Background: an optimization exercise with open tools, aiming at small area, a short achievable clock period and few clock cycles. Do not read the settings as production practice. At most, simulation tests tie the RTL to the original design; equivalence was not proved. Power is estimated from default activity; no workload was simulated.

==> inputs of 06-26 <==
// fullyconnect_4
module fullyconnect_4(
	input logic 				  Clk, Reset, start,
	input logic signed [31:0] curdata,
	input logic signed [31:0] curweight,
	input logic signed [31:0] curbias,
	output logic 		 [13:0] data_addr,
	output logic 		 [13:0] weight_addr,
	output logic 		 [9:0]  bias_addr,
	output logic 		 [13:0] temp_addr,
	output logic signed[31:0] temp_data,
	output logic     			  temp_wren,
	output logic 				  ready
);
==> flow/config.mk <==
export PLATFORM = sky130hd
export DESIGN_NAME = fullyconnect_4
export DESIGN_NICKNAME = fullyconnect_4
export VERILOG_FILES = /design/flow/design.v
export SDC_FILE = /design/flow/constraint.sdc
export NUM_CORES = 4
export LEC_CHECK = 0
export CAP_MARGIN = 20
export CORE_MARGIN = 2
export CORE_UTILIZATION = 40
export PLACE_DENSITY = 0.6
export SLEW_MARGIN = 20
==> flow/constraint.sdc <==
create_clock -name core_clock -period 10.0 [get_ports {Clk}]
set_input_delay 2.0000 -clock core_clock [delete_from_list [all_inputs] [get_ports {Clk}]]
set_output_delay 2.0000 -clock core_clock [all_outputs]
set_load 0.01 [all_outputs]
standard.sh (not shown) runs the stock make flow with config.mk's settings and CLKGATE_MAP_FILE= SYNTH_SCRIPT=/design/flow/synth_recipe.tcl, a recipe that flattens the netlist after the stock synthesis.
==> flow/flow/run.sh <==
#!/bin/bash
# Layout flow: the standard ORFS flow (standard.sh) with these changes:
#  - synthesis runs the standard script with yosys's early generic ABC pass
#    skipped (synth -noabc), so that extract_fa sees the adders as written;
#  - timing repair (floorplan, CTS, global route) aims for SETUP_MARGIN ns of
#    setup slack beyond the design's clock period;
#  - every port still gets a buffer, but a plain buffer cell (PORT_BUF) rather
#    than the delay cell buffer_ports picks by default; repair may upsize it;
#  - clock tree synthesis runs with ORFS's arguments plus CTS_EXTRA.
# Every tool's output stays in ORFS's logs under orfs/logs; make's output is
# in standard.log.
set -euo pipefail
SETUP_MARGIN=7.0
PORT_BUF=sky130_fd_sc_hd__buf_1
CTS_EXTRA="-dont_use_dummy_load -sink_clustering_size 24 -sink_clustering_max_diameter 100"
sed 's/yosys synth -nofsm -noshare /yosys synth -nofsm -noshare -noabc /' synth_recipe.tcl > synth_recipe_noabc.tcl
grep -q -- '-noabc' synth_recipe_noabc.tcl
bash standard.sh SYNTH_SCRIPT=$PWD/synth_recipe_noabc.tcl SETUP_SLACK_MARGIN=$SETUP_MARGIN \
  "BUFFER_PORTS_ARGS=-buffer_cell $PORT_BUF" \
  "CTS_ARGS=-sink_clustering_enable -repair_clock_nets $CTS_EXTRA" \
  finish > standard.log 2>&1
==> 05-17 (differences from 06-26) <==
--- a/flow/design.v
+++ b/flow/design.v
@@ -3264,16 +3264,18 @@
 	logic [31:0] ha, hb;
 	assign la = {s69, s67, s65, s63, s61, s59, s57, s55, s53, s51, s49, s47, s45, s43, s41, s39, s37, s35, s33, r1[5], r1[4], r1[3], r1[2], r1[0]};
 	assign lb = {c68, c66, c64, c62, c60, c58, c56, c54, c52, c50, c48, c46, c44, c42, c40, c38, c36, c34, r1[8], 1'b0, 1'b0, 1'b0, 1'b0, r1[1]};
 	assign ha = {s387, s385, s383, s381, s379, s377, s375, s373, s371, s369, s367, s365, s363, s361, s359, s357, s355, s353, s351, s349, s347, s345, s343, s341, s339, s337, s335, s333, s331, s329, s327, s325};
 	assign hb = {c386, c384, c382, c380, c378, c376, c374, c372, c370, c368, c366, c364, c362, c360, c358, c356, c354, c352, c350, c348, c346, c344, c342, c340, c338, c336, c334, c332, c330, c328, c326, c70};
 	assign lsum = {1'b0, la} + {1'b0, lb};
 	logic [31:0] tdata, res;
+	logic [32:0] rsum;
 	logic [5:0]  oaddr;
-	assign res = acc_s + acc_c + {31'd0, dc};
+	assign rsum = {acc_s, 1'b1} + {acc_c, dc};
+	assign res  = rsum[32:1];
 	always_ff @(posedge Clk) begin
 		acc_s <= ha;
 		acc_c <= hb;
 		dc  <= lsum[24];
 		tdata <= res[31] ? 32'd0 : res;
 		if (Reset)
 			oaddr <= 6'd0;
==> flow/flow/run.sh (replaced) <==
#!/bin/bash
# Layout flow: the standard ORFS flow (standard.sh) with these changes:
#  - synthesis runs the standard script with yosys's early generic ABC pass
#    skipped (synth -noabc), so that extract_fa sees the adders as written;
#  - timing repair (floorplan, CTS, global route) aims for SETUP_MARGIN ns of
#    setup slack beyond the design's clock period;
#  - every port still gets a buffer, but a plain buffer cell (PORT_BUF) rather
#    than the delay cell buffer_ports picks by default; repair may upsize it;
#  - clock tree synthesis runs with ORFS's arguments plus CTS_EXTRA;
#  - the core is sized for CORE_UTIL percent utilisation, placed at PLACE_DENSITY.
# Every tool's output stays in ORFS's logs under orfs/logs; make's output is
# in standard.log.
set -euo pipefail
SETUP_MARGIN=7.0
PORT_BUF=sky130_fd_sc_hd__buf_1
CORE_UTIL=65
PLACE_DENSITY=0.75
CTS_EXTRA="-dont_use_dummy_load -sink_clustering_size 24 -sink_clustering_max_diameter 100"
sed 's/yosys synth -nofsm -noshare /yosys synth -nofsm -noshare -noabc /' synth_recipe.tcl > synth_recipe_noabc.tcl
grep -q -- '-noabc' synth_recipe_noabc.tcl
bash standard.sh SYNTH_SCRIPT=$PWD/synth_recipe_noabc.tcl SETUP_SLACK_MARGIN=$SETUP_MARGIN \
  "BUFFER_PORTS_ARGS=-buffer_cell $PORT_BUF" \
  "CTS_ARGS=-sink_clustering_enable -repair_clock_nets $CTS_EXTRA" \
  CORE_UTILIZATION=$CORE_UTIL PLACE_DENSITY=$PLACE_DENSITY finish > standard.log 2>&1
==> 11-02 (differences from 06-26) <==
--- a/flow/design.v
+++ b/flow/design.v
@@ -3264,16 +3264,18 @@
 	logic [31:0] ha, hb;
 	assign la = {s69, s67, s65, s63, s61, s59, s57, s55, s53, s51, s49, s47, s45, s43, s41, s39, s37, s35, s33, r1[5], r1[4], r1[3], r1[2], r1[0]};
 	assign lb = {c68, c66, c64, c62, c60, c58, c56, c54, c52, c50, c48, c46, c44, c42, c40, c38, c36, c34, r1[8], 1'b0, 1'b0, 1'b0, 1'b0, r1[1]};
 	assign ha = {s387, s385, s383, s381, s379, s377, s375, s373, s371, s369, s367, s365, s363, s361, s359, s357, s355, s353, s351, s349, s347, s345, s343, s341, s339, s337, s335, s333, s331, s329, s327, s325};
 	assign hb = {c386, c384, c382, c380, c378, c376, c374, c372, c370, c368, c366, c364, c362, c360, c358, c356, c354, c352, c350, c348, c346, c344, c342, c340, c338, c336, c334, c332, c330, c328, c326, c70};
 	assign lsum = {1'b0, la} + {1'b0, lb};
 	logic [31:0] tdata, res;
+	logic [32:0] rsum;
 	logic [5:0]  oaddr;
-	assign res = acc_s + acc_c + {31'd0, dc};
+	assign rsum = {acc_s, 1'b1} + {acc_c, dc};
+	assign res  = rsum[32:1];
 	always_ff @(posedge Clk) begin
 		acc_s <= ha;
 		acc_c <= hb;
 		dc  <= lsum[24];
 		tdata <= res[31] ? 32'd0 : res;
 		if (Reset)
 			oaddr <= 6'd0;
==> flow_summary.html <==
<table>
<tr><th>Metric</th><th>Value</th></tr>
<tr><th colspan="2">Worst setup path</th></tr>
<tr><td>Internal reg-to-reg setup slack</td><td>6.88 ns</td></tr>
<tr><th colspan="2">Clocking</th></tr>
<tr><td>Number of CTS-inserted buffers</td><td>26</td></tr>
<tr><th colspan="2">Detailed routing</th></tr>
<tr><td>Average vias per placed instance</td><td>5.69</td></tr>
<tr><th colspan="2">Power and ir drop</th></tr>
<tr><td>Total power</td><td>11.9 mW</td></tr>
<tr><th colspan="2">Final layout</th></tr>
<tr><td>Highest-count cells in the layout ignoring fill and taps</td><td>xor2_1 (495), o22ai_1 (486), fa_1 (475)</td></tr>
<tr><td>Antenna Cells</td><td>2</td></tr>
<tr><th colspan="2">Run status</th></tr>
<tr><td>Run status</td><td>finished clean</td></tr>
<tr><th colspan="2">Placement</th></tr>
<tr><td>Number of placed instances, taps included</td><td>3956</td></tr>
</table>
Source of the figures above: 06-26

==> flow_summary.html <==
<table>
<tr><th>Metric</th><th>Value</th></tr>
<tr><th colspan="2">Worst setup path</th></tr>
<tr><td>Internal reg-to-reg setup slack</td><td>a little over 7 ns</td></tr>
<tr><th colspan="2">Placement</th></tr>
<tr><td>Number of placed instances, taps included</td><td>4014</td></tr>
<tr><th colspan="2">Run status</th></tr>
<tr><td>Run status</td><td>finished clean</td></tr>
<tr><th colspan="2">Final layout</th></tr>
<tr><td>Highest-count cells in the layout ignoring fill and taps</td><td>xor2_1 (487), o22ai_1 (484), fa_1 (476)</td></tr>
<tr><td>Antenna Cells</td><td>1</td></tr>
<tr><th colspan="2">Detailed routing</th></tr>
<tr><td>Average vias per placed instance</td><td>5.73</td></tr>
<tr><td>Via count</td><td>23300</td></tr>
<tr><th colspan="2">Power and ir drop</th></tr>
<tr><td>Total power</td><td>11.5 mW</td></tr>
</table>
Source of the figures above: 11-02

==> flow_summary.html <==
<table>
<tr><th>Metric</th><th>Value</th></tr>
<tr><th colspan="2">Final layout</th></tr>
<tr><td>Antenna Cells</td><td>2</td></tr>
<tr><td>Highest-count cells in the layout ignoring fill and taps</td><td>xor2_1 (487), o22ai_1 (484), fa_1 (476)</td></tr>
<tr><th colspan="2">Detailed routing</th></tr>
<tr><td>Average vias per placed instance</td><td>6.70</td></tr>
<tr><th colspan="2">Run status</th></tr>
<tr><td>Run status</td><td>finished clean</td></tr>
<tr><th colspan="2">Placement</th></tr>
<tr><td>Number of placed instances, taps included</td><td>3632</td></tr>
<tr><th colspan="2">Power and ir drop</th></tr>
<tr><td>Total power</td><td>11.5 mW</td></tr>
<tr><td>Net switching component of the power</td><td>5.09 mW</td></tr>
</table>
Source of the figures above: 05-17

Testbench counts of 05-17, summed over its fixed seeds: cycles 69,240.
Testbench counts of 11-02, summed over its fixed seeds: cycles 69,240.
Function not checked in 06-26: the RTL went through the layout flow alone.

-- port drivers added, routing unchanged --
No port has a modelled driver above. Below, the same layouts with a new extraction and two added sets of constraints. Step 1, drivers: a clkbuf_16 drives Clk and a buf_2 each remaining input, both assumed. Step 2 adds t to the input delays and takes it off the output delays; t is the mean of the earliest and latest rising clock arrival at the registers after step 1. Input paths then give back, and output paths get back, about the clock's delay inside the block. Three values: ideal, step 1, step 2; two values: the first two.
| run | shift t [ns] | setup slack, ns | hold slack, ns | pins driven straight from the clock port |
|---|---|---|---|---|
| 06-26 | 0.639 | 6.884 / 6.858 / 6.763 | 0.327 / 0.327 / 0.327 | 1 |
| 05-17 | 0.635 | 6.908 / 6.845 / 6.757 | 0.343 / 0.343 / 0.343 | 1 |
| 11-02 | 0.633 | 6.927 / 6.863 / 6.901 | 0.334 / 0.334 / 0.334 | 1 |
After both steps every run listed still meets setup and hold. The setup slack of 05-17, which loses most, moves by -0.063 ns with the drivers and by -0.151 ns with both steps.
